Background: an optimization exercise with open tools, aiming at small area, a short achievable clock period and few clock cycles per item. Do not read the settings as production practice.
Only simulation tests tie the RTL to the original design; equivalence was not proved.
Power and IR drop assume default switching activity.

==> inputs of build 80 <==
// trading_core
module trading_core(
    input clk,
    input rst,
    input order_valid,
    input [31:0] order_data,
    output order_ready,
    output trade_valid,
    output [7:0] trade_price,
    output [7:0] trade_qty,
    output [7:0] trade_buy_id,
    output [7:0] trade_sell_id,
    output appr_valid,
    output [7:0] appr_price,
    output [7:0] appr_qty,
    output [7:0] appr_buy_id,
    output [7:0] appr_sell_id
);
Settings: LEC_CHECK=0, CAP_MARGIN=20, CORE_MARGIN=2, CORE_UTILIZATION=55, PLACE_DENSITY=0.65, SETUP_SLACK_MARGIN=4.5, SLEW_MARGIN=20; clock period 8.0 ns.
run.sh (not shown) runs the stock make flow with config.mk's settings and CLKGATE_MAP_FILE= SYNTH_SCRIPT=/design/flow/synth_recipe.tcl, a recipe that flattens the netlist after the stock synthesis.
==> build 94: changes against build 80 <==
--- a/flow/design.v
+++ b/flow/design.v
@@ -36,46 +36,49 @@
                 gg[i] = gg[i] | (pp[i] & gg[i-d]);
                 pp[i] = pp[i] & pp[i-d];
             end
         add8 = {gg[7], p ^ {gg[6:0], cin}};
     end
 endfunction
 function [N-1:0] lowest(input [N-1:0] v);
-    integer j;
-    reg seen;
+    integer i, d;
+    reg [N-1:0] pre;            
     begin
-        seen = 1'b0;
-        for (j = 0; j < N; j = j + 1) begin
-            lowest[j] = v[j] & ~seen;
-            seen = seen | v[j];
-        end
+        pre = v;
+        for (d = 1; d < N; d = d * 2)
+            for (i = N - 1; i >= d; i = i - 1)
+                pre[i] = pre[i] | pre[i-d];
+        lowest = v & ~{pre[N-2:0], 1'b0};
     end
 endfunction
 integer k;
 reg ready_r;
 assign order_ready = ready_r;
 reg       i_v;
 reg       i_cancel, i_side;
 reg [7:0] i_p, i_q, i_id;
 reg       o_v;
 reg       o_cancel, o_side;
 reg [7:0] o_p, o_q, o_id;
 reg [N-1:0] pre_hit;      
 reg [N-1:0] pre_qlt;      
 reg         fwd_hit;      
+reg         fwd_rel;      
+reg         o_srch;       
+reg [8:0]   q_sum;        
+reg         q_lt_prev;    
 reg [N-1:0] bv, av;
 reg [7:0] bp [0:N-1];
 reg [7:0] bq [0:N-1];
 reg [7:0] bi [0:N-1];
 reg [7:0] ap [0:N-1];
 reg [7:0] aq [0:N-1];
 reg [7:0] ai [0:N-1];
 reg [3:0] ins_p;
 reg [N-1:0] lw_ins;       
-reg         lw_ins_side;
 reg [N-1:0] pw_oh;        
 reg         pw_side;
 reg         pw_ins;       
 reg [7:0]   pw_oq;        
 reg [7:0]   pw_sel;       
 reg [N-1:0] lw_wq;
 reg         lw_wq_side;
@@ -104,63 +107,58 @@
         if (i_cancel)
             a_hit[k] = i_side ? (ai[k] == i_id) : (bi[k] == i_id);
         else
             a_hit[k] = i_side ? le8(i_p, bp[k]) : le8(ap[k], i_p);
         a_qlt[k] = i_side ? ~le8(bq[k], i_q) : ~le8(aq[k], i_q);
     end
 end
+wire a_srch = i_cancel ? i_side : ~i_side;
 wire a_fwd = i_cancel ? (o_id == i_id) : (i_side ? le8(i_p, o_p) : le8(o_p, i_p));
 always @(posedge CLK) begin
     o_cancel <= i_cancel;
     o_side   <= i_side;
     o_p      <= i_p;
     o_q      <= i_q;
     o_id     <= i_id;
     pre_hit  <= a_hit;
     pre_qlt  <= a_qlt;
     fwd_hit  <= a_fwd;
-end
-wire srch = o_cancel ? o_side : ~o_side;
-wire [N-1:0] hit_c = (lw_ins_side == srch) ? ((pre_hit & ~lw_ins) | (lw_ins & {N{fwd_hit}})) : pre_hit;
-wire [N-1:0] hit   = hit_c & (srch ? av : bv);
+    fwd_rel  <= o_side == a_srch;
+    o_srch   <= a_srch;
+    q_sum    <= {1'b0, i_q} + {1'b0, o_q};
+    q_lt_prev <= ~le8(o_q, i_q);
+end
+wire [N-1:0] fwd_on = lw_ins & {N{fwd_rel}};
+wire [N-1:0] hit_c = (pre_hit & ~fwd_on) | (fwd_on & {N{fwd_hit}});
+wire [N-1:0] hit   = hit_c & (o_srch ? av : bv);
 wire [N-1:0] first = lowest(hit);
 wire any_hit = |hit;
 wire [8:0] pw_dif = add8(pw_sel, ~pw_oq, 1'b1);
 wire [7:0] pw_val = pw_ins ? pw_oq : pw_dif[7:0];
-wire [9:0] fx = {2'b00, pw_sel};
-wire [9:0] fy = ~{2'b00, pw_oq};
-wire [9:0] fz = ~{2'b00, o_q};
-wire [9:0] fs = fx ^ fy ^ fz;
-wire [9:0] fc = (fx & fy) | (fx & fz) | (fy & fz);
-wire [9:0] fd = fs + {fc[8:0], 1'b0} + 10'd1;
-wire q_fwd1 = pw_ins ? ~le8(pw_oq, o_q) : ~fd[9];
+wire q_fwd1 = pw_ins ? q_lt_prev : (q_sum < {1'b0, pw_sel});
 wire q_fwd2 = ~le8(lw_q, o_q);
 wire [N-1:0] e1 = (pw_side == ~o_side) ? pw_oh : {N{1'b0}};
 wire [N-1:0] e2 = (lw_wq_side == ~o_side) ? lw_wq : {N{1'b0}};
 wire [N-1:0] qlt = (pre_qlt & ~e1 & ~e2) | (e1 & {N{q_fwd1}}) | (e2 & ~e1 & {N{q_fwd2}});
 wire [N-1:0] fb = first & {N{o_side}};
 wire [N-1:0] fa = first & {N{~o_side}};
-reg [7:0] sel_p, sel_q, sel_id;
+reg [7:0] sel_q;
 always @* begin
-    sel_p = 8'd0; sel_q = 8'd0; sel_id = 8'd0;
-    for (k = 0; k < N; k = k + 1) begin
-        sel_p  = sel_p  | ({8{fb[k]}} & bp[k]) | ({8{fa[k]}} & ap[k]);
-        sel_q  = sel_q  | ({8{fb[k]}} & bq[k]) | ({8{fa[k]}} & aq[k]);
-        sel_id = sel_id | ({8{fb[k]}} & bi[k]) | ({8{fa[k]}} & ai[k]);
-    end
+    sel_q = 8'd0;
+    for (k = 0; k < N; k = k + 1)
+        sel_q = sel_q | ({8{fb[k]}} & bq[k]) | ({8{fa[k]}} & aq[k]);
 end
 wire       part  = |(first & qlt);           
 wire       same1 = |(first & e1);            
 wire [7:0] sel_qe = same1 ? pw_val : sel_q;
 wire [N-1:0] own_v = o_side ? av : bv;
 wire [N-1:0] emp   = ~own_v;
 wire [N-1:0] hmask = {N{1'b1}} << ins_p;
 wire [N-1:0] emp_hi = emp & hmask;
-wire [N-1:0] pick_v = (|emp_hi) ? emp_hi : emp;
-wire [N-1:0] ins_oh = lowest(pick_v);
+wire [N-1:0] ins_oh = (|emp_hi) ? lowest(emp_hi) : lowest(emp);
 wire any_emp = |emp;
 reg  [3:0] ins_nx;
 always @* begin
     ins_nx = 4'd0;
     for (k = 0; k < N; k = k + 1)
         if (ins_oh[k]) ins_nx = ins_nx | (k[3:0] + 4'd1);
 end
@@ -169,14 +167,16 @@
 wire do_insert = o_v & ~o_cancel & ~any_hit & any_emp;
 wire [N-1:0] clr   = first & ~(qlt & {N{~o_cancel}});
 wire [N-1:0] clr_b = ((do_cancel & ~o_side) | (do_match &  o_side)) ? clr : {N{1'b0}};
 wire [N-1:0] clr_a = ((do_cancel &  o_side) | (do_match & ~o_side)) ? clr : {N{1'b0}};
 wire [N-1:0] set_o = do_insert ? ins_oh : {N{1'b0}};
 wire [N-1:0] set_b = o_side ? {N{1'b0}} : set_o;
 wire [N-1:0] set_a = o_side ? set_o : {N{1'b0}};
+wire [N-1:0] wr_b  = o_side ? {N{1'b0}} : ins_oh;
+wire [N-1:0] wr_a  = o_side ? ins_oh : {N{1'b0}};
 wire [N-1:0] dec_o = do_match ? (first & qlt) : {N{1'b0}};
 wire [N-1:0] wq_o  = set_o | dec_o;           
 wire         wq_side = do_insert ? o_side : ~o_side;
 always @(posedge CLK) begin
     if (RESET) begin
         bv    <= {N{1'b0}};
         av    <= {N{1'b0}};
@@ -184,50 +184,73 @@
     end else begin
         bv <= (bv & ~clr_b) | set_b;
         av <= (av & ~clr_a) | set_a;
         if (do_insert) ins_p <= ins_nx;
     end
 end
 always @(posedge CLK) begin
-    lw_ins      <= set_o;
-    lw_ins_side <= o_side;
+    lw_ins      <= ins_oh;
     pw_oh       <= wq_o;
     pw_side     <= wq_side;
     pw_ins      <= do_insert;
     pw_oq       <= o_q;
     pw_sel      <= sel_qe;
     lw_wq       <= pw_oh;
     lw_wq_side  <= pw_side;
     lw_q        <= pw_val;
 end
 wire [N-1:0] pw_b = pw_side ? {N{1'b0}} : pw_oh;
 wire [N-1:0] pw_a = pw_side ? pw_oh : {N{1'b0}};
 always @(posedge CLK) begin
     for (k = 0; k < N; k = k + 1) begin
-        if (set_b[k]) begin
+        if (wr_b[k]) begin
             bp[k] <= o_p;
             bi[k] <= o_id;
         end
         if (pw_b[k]) bq[k] <= pw_val;
-        if (set_a[k]) begin
+        if (wr_a[k]) begin
             ap[k] <= o_p;
             ai[k] <= o_id;
         end
         if (pw_a[k]) aq[k] <= pw_val;
     end
 end
+reg         tc_v;
+reg [N-1:0] tc_first;
+reg         tc_side, tc_part;
+reg [7:0]   tc_oid;
+always @(posedge CLK) begin
+    if (RESET) tc_v <= 1'b0;
+    else       tc_v <= do_match;
+end
+always @(posedge CLK) begin
+    tc_first <= first;
+    tc_side  <= o_side;
+    tc_part  <= part;
+    tc_oid   <= o_id;
+end
+wire [N-1:0] tb_f = tc_first & {N{tc_side}};
+wire [N-1:0] ta_f = tc_first & {N{~tc_side}};
+reg [7:0] sel_p, sel_id;
+always @* begin
+    sel_p = 8'd0; sel_id = 8'd0;
+    for (k = 0; k < N; k = k + 1) begin
+        sel_p  = sel_p  | ({8{tb_f[k]}} & bp[k]) | ({8{ta_f[k]}} & ap[k]);
+        sel_id = sel_id | ({8{tb_f[k]}} & bi[k]) | ({8{ta_f[k]}} & ai[k]);
+    end
+end
 always @(posedge CLK) begin
     if (RESET) trade_valid <= 1'b0;
-    else       trade_valid <= do_match;
+    else       trade_valid <= tc_v;
 end
 always @(posedge CLK) begin
     trade_price <= sel_p;
-    trade_qty   <= part ? o_q : sel_qe;
-    buy_id      <= o_side ? sel_id : o_id;
-    sell_id     <= o_side ? o_id : sel_id;
+    trade_qty   <= tc_part ? pw_oq : pw_sel;
+    buy_id      <= tc_side ? sel_id : tc_oid;
+    sell_id     <= tc_side ? tc_oid : sel_id;
 end
 endmodule
 `timescale 1ns / 1ps
 module risk_management(
     input CLK,
     input RESET,
     input TRADE_VALID,
--- a/flow/config.mk
+++ b/flow/config.mk
@@ -5,9 +5,10 @@
 export SDC_FILE = /design/flow/constraint.sdc
 export NUM_CORES = 4
 export LEC_CHECK = 0
 export CAP_MARGIN = 20
 export CORE_MARGIN = 2
 export CORE_UTILIZATION = 55
 export PLACE_DENSITY = 0.65
-export SETUP_SLACK_MARGIN = 4.5
+export SETUP_SLACK_MARGIN = 5
 export SLEW_MARGIN = 20
+export TNS_END_PERCENT = 10
==> trial 64: changes against build 80 <==
--- a/flow/design.v
+++ b/flow/design.v
@@ -36,46 +36,49 @@
                 gg[i] = gg[i] | (pp[i] & gg[i-d]);
                 pp[i] = pp[i] & pp[i-d];
             end
         add8 = {gg[7], p ^ {gg[6:0], cin}};
     end
 endfunction
 function [N-1:0] lowest(input [N-1:0] v);
-    integer j;
-    reg seen;
+    integer i, d;
+    reg [N-1:0] pre;            
     begin
-        seen = 1'b0;
-        for (j = 0; j < N; j = j + 1) begin
-            lowest[j] = v[j] & ~seen;
-            seen = seen | v[j];
-        end
+        pre = v;
+        for (d = 1; d < N; d = d * 2)
+            for (i = N - 1; i >= d; i = i - 1)
+                pre[i] = pre[i] | pre[i-d];
+        lowest = v & ~{pre[N-2:0], 1'b0};
     end
 endfunction
 integer k;
 reg ready_r;
 assign order_ready = ready_r;
 reg       i_v;
 reg       i_cancel, i_side;
 reg [7:0] i_p, i_q, i_id;
 reg       o_v;
 reg       o_cancel, o_side;
 reg [7:0] o_p, o_q, o_id;
 reg [N-1:0] pre_hit;      
 reg [N-1:0] pre_qlt;      
 reg         fwd_hit;      
+reg         fwd_rel;      
+reg         o_srch;       
+reg [8:0]   q_sum;        
+reg         q_lt_prev;    
 reg [N-1:0] bv, av;
 reg [7:0] bp [0:N-1];
 reg [7:0] bq [0:N-1];
 reg [7:0] bi [0:N-1];
 reg [7:0] ap [0:N-1];
 reg [7:0] aq [0:N-1];
 reg [7:0] ai [0:N-1];
 reg [3:0] ins_p;
 reg [N-1:0] lw_ins;       
-reg         lw_ins_side;
 reg [N-1:0] pw_oh;        
 reg         pw_side;
 reg         pw_ins;       
 reg [7:0]   pw_oq;        
 reg [7:0]   pw_sel;       
 reg [N-1:0] lw_wq;
 reg         lw_wq_side;
@@ -104,63 +107,58 @@
         if (i_cancel)
             a_hit[k] = i_side ? (ai[k] == i_id) : (bi[k] == i_id);
         else
             a_hit[k] = i_side ? le8(i_p, bp[k]) : le8(ap[k], i_p);
         a_qlt[k] = i_side ? ~le8(bq[k], i_q) : ~le8(aq[k], i_q);
     end
 end
+wire a_srch = i_cancel ? i_side : ~i_side;
 wire a_fwd = i_cancel ? (o_id == i_id) : (i_side ? le8(i_p, o_p) : le8(o_p, i_p));
 always @(posedge CLK) begin
     o_cancel <= i_cancel;
     o_side   <= i_side;
     o_p      <= i_p;
     o_q      <= i_q;
     o_id     <= i_id;
     pre_hit  <= a_hit;
     pre_qlt  <= a_qlt;
     fwd_hit  <= a_fwd;
-end
-wire srch = o_cancel ? o_side : ~o_side;
-wire [N-1:0] hit_c = (lw_ins_side == srch) ? ((pre_hit & ~lw_ins) | (lw_ins & {N{fwd_hit}})) : pre_hit;
-wire [N-1:0] hit   = hit_c & (srch ? av : bv);
+    fwd_rel  <= o_side == a_srch;
+    o_srch   <= a_srch;
+    q_sum    <= {1'b0, i_q} + {1'b0, o_q};
+    q_lt_prev <= ~le8(o_q, i_q);
+end
+wire [N-1:0] fwd_on = lw_ins & {N{fwd_rel}};
+wire [N-1:0] hit_c = (pre_hit & ~fwd_on) | (fwd_on & {N{fwd_hit}});
+wire [N-1:0] hit   = hit_c & (o_srch ? av : bv);
 wire [N-1:0] first = lowest(hit);
 wire any_hit = |hit;
 wire [8:0] pw_dif = add8(pw_sel, ~pw_oq, 1'b1);
 wire [7:0] pw_val = pw_ins ? pw_oq : pw_dif[7:0];
-wire [9:0] fx = {2'b00, pw_sel};
-wire [9:0] fy = ~{2'b00, pw_oq};
-wire [9:0] fz = ~{2'b00, o_q};
-wire [9:0] fs = fx ^ fy ^ fz;
-wire [9:0] fc = (fx & fy) | (fx & fz) | (fy & fz);
-wire [9:0] fd = fs + {fc[8:0], 1'b0} + 10'd1;
-wire q_fwd1 = pw_ins ? ~le8(pw_oq, o_q) : ~fd[9];
+wire q_fwd1 = pw_ins ? q_lt_prev : (q_sum < {1'b0, pw_sel});
 wire q_fwd2 = ~le8(lw_q, o_q);
 wire [N-1:0] e1 = (pw_side == ~o_side) ? pw_oh : {N{1'b0}};
 wire [N-1:0] e2 = (lw_wq_side == ~o_side) ? lw_wq : {N{1'b0}};
 wire [N-1:0] qlt = (pre_qlt & ~e1 & ~e2) | (e1 & {N{q_fwd1}}) | (e2 & ~e1 & {N{q_fwd2}});
 wire [N-1:0] fb = first & {N{o_side}};
 wire [N-1:0] fa = first & {N{~o_side}};
-reg [7:0] sel_p, sel_q, sel_id;
+reg [7:0] sel_q;
 always @* begin
-    sel_p = 8'd0; sel_q = 8'd0; sel_id = 8'd0;
-    for (k = 0; k < N; k = k + 1) begin
-        sel_p  = sel_p  | ({8{fb[k]}} & bp[k]) | ({8{fa[k]}} & ap[k]);
-        sel_q  = sel_q  | ({8{fb[k]}} & bq[k]) | ({8{fa[k]}} & aq[k]);
-        sel_id = sel_id | ({8{fb[k]}} & bi[k]) | ({8{fa[k]}} & ai[k]);
-    end
+    sel_q = 8'd0;
+    for (k = 0; k < N; k = k + 1)
+        sel_q = sel_q | ({8{fb[k]}} & bq[k]) | ({8{fa[k]}} & aq[k]);
 end
 wire       part  = |(first & qlt);           
 wire       same1 = |(first & e1);            
 wire [7:0] sel_qe = same1 ? pw_val : sel_q;
 wire [N-1:0] own_v = o_side ? av : bv;
 wire [N-1:0] emp   = ~own_v;
 wire [N-1:0] hmask = {N{1'b1}} << ins_p;
 wire [N-1:0] emp_hi = emp & hmask;
-wire [N-1:0] pick_v = (|emp_hi) ? emp_hi : emp;
-wire [N-1:0] ins_oh = lowest(pick_v);
+wire [N-1:0] ins_oh = (|emp_hi) ? lowest(emp_hi) : lowest(emp);
 wire any_emp = |emp;
 reg  [3:0] ins_nx;
 always @* begin
     ins_nx = 4'd0;
     for (k = 0; k < N; k = k + 1)
         if (ins_oh[k]) ins_nx = ins_nx | (k[3:0] + 4'd1);
 end
@@ -169,65 +167,92 @@
 wire do_insert = o_v & ~o_cancel & ~any_hit & any_emp;
 wire [N-1:0] clr   = first & ~(qlt & {N{~o_cancel}});
 wire [N-1:0] clr_b = ((do_cancel & ~o_side) | (do_match &  o_side)) ? clr : {N{1'b0}};
 wire [N-1:0] clr_a = ((do_cancel &  o_side) | (do_match & ~o_side)) ? clr : {N{1'b0}};
 wire [N-1:0] set_o = do_insert ? ins_oh : {N{1'b0}};
 wire [N-1:0] set_b = o_side ? {N{1'b0}} : set_o;
 wire [N-1:0] set_a = o_side ? set_o : {N{1'b0}};
+wire [N-1:0] wr_b  = o_side ? {N{1'b0}} : ins_oh;
+wire [N-1:0] wr_a  = o_side ? ins_oh : {N{1'b0}};
 wire [N-1:0] dec_o = do_match ? (first & qlt) : {N{1'b0}};
 wire [N-1:0] wq_o  = set_o | dec_o;           
 wire         wq_side = do_insert ? o_side : ~o_side;
+reg book_rst;
+always @(posedge CLK) book_rst <= RESET;
 always @(posedge CLK) begin
-    if (RESET) begin
+    if (book_rst) begin
         bv    <= {N{1'b0}};
         av    <= {N{1'b0}};
         ins_p <= 4'd0;
     end else begin
         bv <= (bv & ~clr_b) | set_b;
         av <= (av & ~clr_a) | set_a;
         if (do_insert) ins_p <= ins_nx;
     end
 end
 always @(posedge CLK) begin
-    lw_ins      <= set_o;
-    lw_ins_side <= o_side;
+    lw_ins      <= ins_oh;
     pw_oh       <= wq_o;
     pw_side     <= wq_side;
     pw_ins      <= do_insert;
     pw_oq       <= o_q;
     pw_sel      <= sel_qe;
     lw_wq       <= pw_oh;
     lw_wq_side  <= pw_side;
     lw_q        <= pw_val;
 end
 wire [N-1:0] pw_b = pw_side ? {N{1'b0}} : pw_oh;
 wire [N-1:0] pw_a = pw_side ? pw_oh : {N{1'b0}};
 always @(posedge CLK) begin
     for (k = 0; k < N; k = k + 1) begin
-        if (set_b[k]) begin
+        if (wr_b[k]) begin
             bp[k] <= o_p;
             bi[k] <= o_id;
         end
         if (pw_b[k]) bq[k] <= pw_val;
-        if (set_a[k]) begin
+        if (wr_a[k]) begin
             ap[k] <= o_p;
             ai[k] <= o_id;
         end
         if (pw_a[k]) aq[k] <= pw_val;
     end
 end
+reg         tc_v;
+reg [N-1:0] tc_first;
+reg         tc_side, tc_part;
+reg [7:0]   tc_oid;
+always @(posedge CLK) begin
+    if (RESET) tc_v <= 1'b0;
+    else       tc_v <= do_match;
+end
+always @(posedge CLK) begin
+    tc_first <= first;
+    tc_side  <= o_side;
+    tc_part  <= part;
+    tc_oid   <= o_id;
+end
+wire [N-1:0] tb_f = tc_first & {N{tc_side}};
+wire [N-1:0] ta_f = tc_first & {N{~tc_side}};
+reg [7:0] sel_p, sel_id;
+always @* begin
+    sel_p = 8'd0; sel_id = 8'd0;
+    for (k = 0; k < N; k = k + 1) begin
+        sel_p  = sel_p  | ({8{tb_f[k]}} & bp[k]) | ({8{ta_f[k]}} & ap[k]);
+        sel_id = sel_id | ({8{tb_f[k]}} & bi[k]) | ({8{ta_f[k]}} & ai[k]);
+    end
+end
 always @(posedge CLK) begin
     if (RESET) trade_valid <= 1'b0;
-    else       trade_valid <= do_match;
+    else       trade_valid <= tc_v;
 end
 always @(posedge CLK) begin
     trade_price <= sel_p;
-    trade_qty   <= part ? o_q : sel_qe;
-    buy_id      <= o_side ? sel_id : o_id;
-    sell_id     <= o_side ? o_id : sel_id;
+    trade_qty   <= tc_part ? pw_oq : pw_sel;
+    buy_id      <= tc_side ? sel_id : tc_oid;
+    sell_id     <= tc_side ? tc_oid : sel_id;
 end
 endmodule
 `timescale 1ns / 1ps
 module risk_management(
     input CLK,
     input RESET,
     input TRADE_VALID,
@@ -367,25 +392,27 @@
     wire [16:0] y = ~{1'b0, t_s};
     wire [16:0] z = ~{1'b0, t_c};
     wire [16:0] s3 = x ^ y ^ z;
     wire [16:0] c3 = (x & y) | (x & z) | (y & z);
     wire [17:0] ne = add17(s3, {c3[15:0], 1'b1}, 1'b1);
     wire [17:0] np = add17({10'd0, room_pos}, {9'h1ff, ~t_qty}, 1'b1);
     wire ok = t_v & np[17] & ~ne[16];
+    reg room_rst;
+    always @(posedge CLK) room_rst <= RESET;
     always @(posedge CLK) begin
-        if (RESET) begin
-            room_pos       <= MAX_POSITION;
-            room_exp       <= MAX_EXPOSURE;
-            TRADE_APPROVED <= 1'b0;
-        end else begin
-            TRADE_APPROVED <= ok;
-            if (ok) begin
-                room_pos <= np[6:0];
-                room_exp <= ne[12:0];
-            end
+        if (RESET) TRADE_APPROVED <= 1'b0;
+        else       TRADE_APPROVED <= ok;
+    end
+    always @(posedge CLK) begin
+        if (room_rst) begin
+            room_pos <= MAX_POSITION;
+            room_exp <= MAX_EXPOSURE;
+        end else if (ok) begin
+            room_pos <= np[6:0];
+            room_exp <= ne[12:0];
         end
     end
     always @(posedge CLK) begin
         APPR_PRICE   <= t_price;
         APPR_QTY     <= t_qty;
         APPR_BUY_ID  <= t_buy;
         APPR_SELL_ID <= t_sell;
==> flow/config.mk (replaced) <==
export PLATFORM = sky130hd
export DESIGN_NAME = trading_core
export DESIGN_NICKNAME = trading_core
export VERILOG_FILES = /design/flow/design.v
export SDC_FILE = /design/flow/constraint.sdc
export NUM_CORES = 4
export LEC_CHECK = 0
export CAP_MARGIN = 20
export CORE_MARGIN = 2
export CORE_UTILIZATION = 68
export PLACE_DENSITY = 0.76
export SETUP_SLACK_MARGIN = 5
export SLEW_MARGIN = 20
export TNS_END_PERCENT = 100
==> impl_metrics.py <==
metrics = {
    "detailed_routing": {
        "wl_met1_um": 66000,
        "via_count": 37255,
    },
    "place": {
        "post-place-ws_ps": 3210,
        "gp_congestion": 0.948,
        "placed_area_mm2": 0.0556,
    },
    "sta": {
        "worst_pin_slew_ps": 1270,
        "fin_crit_ps": 3450,
    },
    "power": {
        "internal_power_mw": 10.4,
    },
    "layout": {
        "multi_input_area_mm2": 0.0213,
    },
    "global_route": {
        "use_met1": 0.438,
    },
    "floorplanning": {
        "initial_core_util": 0.557,
    },
    "worst_setup_path": {
        "crit_chain": "xnor2_1, nor4_1, nand3_1, o21ai_0, a31oi_1, o211ai_1",
        "worstPathArrival_ps": 4080,
    },
    "status": {
        "outcome": "timing/DRC/antenna clean",
    },
}
the above is filed under build 94

==> impl_metrics.py <==
metrics = {
    "floorplanning": {
        "initial_core_util": 0.555,
    },
    "hold_path": {
        "min_to": "RISK.APPR_BUY_ID[1]",
        "min_from": "RISK.t_buy[1]",
    },
    "detailed_routing": {
        "wl_met1_um": 70200,
        "via_count": 40623,
    },
    "status": {
        "outcome": "timing/DRC/antenna clean",
    },
    "sta": {
        "fin_crit_ps": 4230,
        "worst_pin_slew_ps": 1210,
        "worst_clock_skew_ps": 51.7,
    },
    "layout": {
        "multi_input_cells": 2789,
        "final_nets": 4868,
        "multi_input_area_mm2": 0.0229,
    },
    "place": {
        "placed_area_mm2": 0.0553,
    },
    "global_route": {
        "use_met1": 0.490,
        "antenna_found_initial": 4,
    },
    "worst_setup_path": {
        "worstPathArrival_ps": 4830,
        "crit_buf_inv": 8,
        "crit_chain": "buf_6, xnor3_2, clkbuf_2, o21ai_0, a21oi_2, nor4_4, buf_4, buf_2, nand4_4, buf_6, buf_6, or2_4, buf_12, buf_6, o211ai_1, a21o_1",
    },
    "clocking": {
        "htree_levels": 3,
    },
}
the above is filed under build 80

==> impl_metrics.py <==
metrics = {
    "global_route": {
        "use_met1": 0.590,
        "grt_usage": 0.442,
    },
    "place": {
        "post-place-ws_ps": 3480,
        "placed_area_mm2": 0.0556,
        "gp_congestion": 0.965,
    },
    "floorplanning": {
        "initial_core_util": 0.686,
    },
    "sta": {
        "fin_crit_ps": 3560,
    },
    "detailed_routing": {
        "via_count": 42105,
        "wl_met1_um": 64400,
    },
    "layout": {
        "multi_input_area_mm2": 0.0219,
        "n_all_inverters": 307,
    },
    "worst_setup_path": {
        "worstPathArrival_ps": 4140,
    },
    "power": {
        "internal_power_mw": 10.6,
    },
    "status": {
        "outcome": "timing/DRC/antenna clean",
    },
}
the above is filed under trial 64

Testbench counts of build 80, summed over its fixed seeds: cycles 3,209, orders 3,200.
Testbench counts of build 94, summed over its fixed seeds: cycles 3,212, orders 3,200.
Testbench counts of trial 64, summed over its fixed seeds: cycles 3,212, orders 3,200.

-- afterwards: timing with drivers on the ports --
In the flow no input, the clock included, has a driving cell. The finished layouts below were timed again as built, in two steps. Step 1: set_driving_cell puts a clkbuf_16 on clk and a buf_2 on each other input, an assumption about the parent block. Step 2 also shifts input and output timing later by t, the mid clock arrival at the registers, as if the neighbouring blocks saw the same clock. a / b / c = ideal / step 1 / step 2; a / b = the first two.
run | t, ns | slack for setup (ns) | worst setup path at the end
build 80 | 0.804 | 3.771 / 3.771 / 3.749 | input to register
build 94 | 0.801 | 4.554 / 4.554 / 4.024 | input to register
trial 64 | 0.776 | 4.441 / 4.441 / 4.441 | register to register
After both steps every run listed still meets setup and hold. The setup slack of build 94, which loses most, moves by 0.000 ns with the drivers and by -0.530 ns with both steps.
